What follows belongs to an exercise in optimizing a design on an open flow for small area, a short achievable clock period and few clock cycles per item; a production flow would make more cautious choices.
Where RTL was checked, it was by simulation tests only, not by an equivalence proof against the original.
Power and IR drop assume default switching activity.

==> flow/design.v <==
`timescale 1ns / 1ps
module mul_ctrl
(
    input               clk,
    input               rst_b,
    input               start,
    output reg          done,
    output reg [7:0]    g_addra,
    input      [63:0]   g_douta,
    output reg [7:0]    g_addrb,
    input      [63:0]   g_doutb,
    output reg [6:0]    h_addra,
    input      [13:0]   h_douta,
    output reg          f_wea,
    output reg [7:0]    f_addra,
    output     [63:0]   f_dina,
    input      [63:0]   f_douta
    );
localparam [3:0] IDLE  = 4'd0,
                 FILL1 = 4'd1,
                 FILL2 = 4'd2,
                 FILL3 = 4'd3,
                 RUN1  = 4'd4,   
                 RUN2  = 4'd5,   
                 RUN3  = 4'd6,   
                 RUN4  = 4'd7,   
                 FIN   = 4'd8;   
reg  [13:0] hq;
reg  [3:0]  state;
reg  [7:0]  w;           
wire [7:0]  ph  = hq[13:6];
wire [5:0]  pl  = hq[5:0];
wire        nzl = |pl;
wire        eqw = (ph == w);
wire        w158 = (w == 8'd158);
wire        p0  = (ph == 8'd0);
wire        split = (eqw & nzl) | (w158 & p0 & (pl <= 6'd12));
wire        sp_b  = (eqw & nzl & (pl <= 6'd51)) | (w158 & p0 & ~nzl);
reg  [6:0]  hn;
reg  [6:0]  h_nx;
wire [6:0]  hc    = ~hn;
wire [6:0]  h_inc = (hc == 7'd70) ? 7'd0 : hc + 7'd1;
wire [6:0]  h_rep = (hc < 7'd2) ? hc + 7'd69 : hc - 7'd2;
wire        last_term  = (hc == 7'd2);   
wire        first_term = (hc == 7'd3);   
reg  [3:0]  kind;        
reg  [8:0]  dq;          
reg  [5:0]  plq;
reg         ccq;         
reg         spbq;        
reg         firstq;
always @(posedge clk) begin
    if (!rst_b) begin
        state   <= IDLE;
        kind    <= IDLE;
    end
    else begin
        kind    <= state;
        case (state)
            IDLE:
                if (start)
                    state <= FILL1;
            FILL1:
                state <= FILL2;
            FILL2:
                state <= FILL3;
            FILL3:
                state <= RUN1;
            RUN1:
                if (split)
                    state <= RUN2;
                else if (last_term && w158)
                    state <= FIN;
            RUN2:
                state <= RUN3;
            RUN3:
                state <= RUN4;
            RUN4:
                if (last_term && w == 8'd159)
                    state <= FIN;
                else
                    state <= RUN1;
            default:
                state <= IDLE;
        endcase
    end
end
always @(*) begin
    case (state)
        FILL1:   h_nx = 7'd1;
        FILL2:   h_nx = 7'd2;
        FILL3:   h_nx = 7'd3;
        RUN1:    h_nx = split ? h_rep : h_inc;
        RUN2, RUN3, RUN4:
                 h_nx = h_inc;
        default: h_nx = 7'd0;
    endcase
end
always @(posedge clk) begin
    h_addra <= h_nx;
    hn      <= ~h_nx;
    if (state == IDLE && start)
        w <= 8'd0;
    else if (state == RUN1 && last_term)
        w <= w + 8'd1;
end
always @(posedge clk) begin
    hq      <= h_douta;
    dq      <= {1'b0, w} - {1'b0, ph} - {8'd0, nzl};
    plq     <= pl;
    ccq     <= nzl & (pl <= 6'd51);
    spbq    <= sp_b;
    firstq  <= first_term;
end
wire        neg = dq[8];
wire [7:0]  a   = dq[7:0] + ({8{neg}} & {7'b1001111, ccq});
wire [7:0]  b   = a + 8'd1;
wire [5:0]  o   = ({6{neg}} & 6'd51) - plq;
reg         type_b;      
reg  [5:0]  off1, off2, off3;
reg  [2:0]  off4;
reg         um1, um2, um3;
reg         first1, first2, first3, first4;
always @(posedge clk) begin
    g_addra <= a;
    if (kind == RUN1)
        type_b  <= spbq;
    g_addrb <= (kind == RUN1 && !spbq) ? b : 8'd0;
    um1     <= (kind != RUN1);
    case (kind)
        RUN1:    off1 <= o;
        RUN2:    off1 <= off1 + 6'd13;
        RUN3:    off1 <= type_b ? off1 + 6'd51 : 6'd0;
        default: off1 <= 6'd0;
    endcase
    if (!rst_b)
        first1  <= 1'b0;
    else
        first1  <= (kind == RUN1 && firstq) || kind == FIN;
end
wire        wr = first3 & (w != 8'd0);
always @(posedge clk) begin
    if (!rst_b) begin
        first2  <= 1'b0;
        first3  <= 1'b0;
        f_wea   <= 1'b0;
        done    <= 1'b0;
    end
    else begin
        first2  <= first1;
        first3  <= first2;
        f_wea   <= wr;
        done    <= wr & (state == IDLE);
    end
    f_addra <= wr ? w - 8'd1 : w;
end
wire [127:0] x = {g_douta & {64{~um3}}, g_doutb};
wire [94:0]  y5 = off3[5] ? x[95:1]  : x[127:33];
wire [78:0]  y4 = off3[4] ? y5[78:0] : y5[94:16];
wire [70:0]  y3 = off3[3] ? y4[70:0] : y4[78:8];
reg  [70:0]  ya;
wire [66:0]  y2 = off4[2] ? ya[66:0] : ya[70:4];
wire [64:0]  y1 = off4[1] ? y2[64:0] : y2[66:2];
wire [63:0]  y0 = off4[0] ? y1[63:0] : y1[64:1];
reg  [63:0]  acc;
reg          m158;
wire [63:0]  acc_nx = (first4 ? f_douta : acc) ^ y0;
always @(posedge clk) begin
    off2    <= off1;
    off3    <= off2;
    off4    <= off3[2:0];
    um2     <= um1;
    um3     <= um2;
    first4  <= first3;
    ya      <= y3;
    acc     <= acc_nx & {51'h7_ffff_ffff_ffff, {13{~m158}}};
    if (first3)
        m158 <= w158;
end
assign f_dina = acc;
endmodule
`timescale 1ns / 1ps
module bike_mul
#(  parameter               G_ADDR_W = 8,
    parameter               G_DAT_W = 64,
    parameter               H_ADDR_W = 7,
    parameter               H_DAT_W = 14
    )
(
    input                   clk,
    input                   rst_b,
    input                   start,
    output                  done,
    output [G_ADDR_W-1:0]   g_addra,
    input  [G_DAT_W-1:0]    g_douta,
    output [G_ADDR_W-1:0]   g_addrb,
    input  [G_DAT_W-1:0]    g_doutb,
    output [H_ADDR_W-1:0]   h_addra,
    input  [H_DAT_W-1:0]    h_douta,
    output                  f_wea,
    output [G_ADDR_W-1:0]   f_addra,
    output [G_DAT_W-1:0]    f_dina,
    input  [G_DAT_W-1:0]    f_douta
    );
mul_ctrl mul0_ctrl (
    .clk        (clk),
    .rst_b      (rst_b),
    .start      (start),
    .done       (done),
    .g_addra    (g_addra),
    .g_douta    (g_douta),
    .g_addrb    (g_addrb),
    .g_doutb    (g_doutb),
    .h_addra    (h_addra),
    .h_douta    (h_douta),
    .f_wea      (f_wea),
    .f_addra    (f_addra),
    .f_dina     (f_dina),
    .f_douta    (f_douta)
    );
endmodule
Settings: LEC_CHECK=0, CAP_MARGIN=20, CORE_MARGIN=2, CORE_UTILIZATION=40, PLACE_DENSITY=0.6, SETUP_SLACK_MARGIN=5, SLEW_MARGIN=20; clock period 8.0 ns.
standard.sh (not shown) runs the stock make flow with config.mk's settings and CLKGATE_MAP_FILE= SYNTH_SCRIPT=/design/flow/synth_recipe.tcl, a recipe that flattens the netlist after the stock synthesis.
==> flow/flow/run.sh <==
#!/bin/bash
# The standard layout, with the port buffers made of buf_1 cells instead of
# the clkdlybuf4s50_1 cells buffer_ports picks by default, a clock tree
# without dummy loads and with clusters of up to 24 sinks, and repair_timing aiming at a 2.7 ns cycle.
set -euo pipefail
bash standard.sh "BUFFER_PORTS_ARGS=-buffer_cell sky130_fd_sc_hd__buf_1" \
  "CTS_ARGS=-sink_clustering_enable -repair_clock_nets -dont_use_dummy_load -sink_clustering_size 24 -sink_clustering_max_diameter 80" \
  "SETUP_SLACK_MARGIN=5.3" \
  finish > standard_flow.log 2>&1
Rerun with:
--- a/flow/design.v
+++ b/flow/design.v
@@ -33,4 +33,6 @@
 wire        nzl = |pl;
 wire        eqw = (ph == w);
+wire [8:0]  dm1 = {1'b0, w} + {1'b1, ~ph};           
+wire [8:0]  d0  = {1'b0, w} + {1'b1, ~ph} + 9'd1;   
 wire        w158 = (w == 8'd158);
 wire        p0  = (ph == 8'd0);
@@ -107,5 +109,5 @@
 always @(posedge clk) begin
     hq      <= h_douta;
-    dq      <= {1'b0, w} - {1'b0, ph} - {8'd0, nzl};
+    dq      <= nzl ? dm1 : d0;
     plq     <= pl;
     ccq     <= nzl & (pl <= 6'd51);
Outcome: Via count goes down by 1.5%. Total power goes down by 4.7%. Utilization hardly moves. Sequential share of layout area goes up by 0.52 points. Flip-flop and latch count is unchanged. Non-clock buffer count goes down by 10. Fmax goes up by 4.9%. Wire length goes down by 2.4%. Clock power is about the same. Combinational power goes down by 15%. Worst setup slack improves by 0.13 ns. Area after synthesis goes down by 0.69%. Die area goes down by 0.67%. Synthesized cell count goes down by 0.92%.
Testbench counts after the change, summed over its fixed seeds: cycles 207,147, mults 18.
No functional check of the RTL was part of the first run of this note.

separate check: timing with driven ports:
The results above use ideal ports. As a check the final layouts listed here were re-extracted and re-timed, cells and wires unchanged.
Step 1 assumes that a clkbuf_16 drives the clock port and a buf_2 every other input.
Step 2 moves the port delays by t, midway between the first and last clock arrival at a register: inputs arrive t later, outputs are due t later. That takes back most of the time a late clock gives input paths.
a / b / c = ideal / step 1 / step 2; a / b = the first two.
run	shift t [ns]	slack for setup (ns)	worst register clock-pin slew, ns
the first run	0.533	5.234 / 5.234 / 5.191	0.10 / 0.10
the second run	0.532	5.364 / 5.315 / 5.245	0.09 / 0.09
After both steps every run listed still meets setup and hold. The setup slack of the second run, which loses most, moves by -0.049 ns with the drivers and by -0.119 ns with both steps.
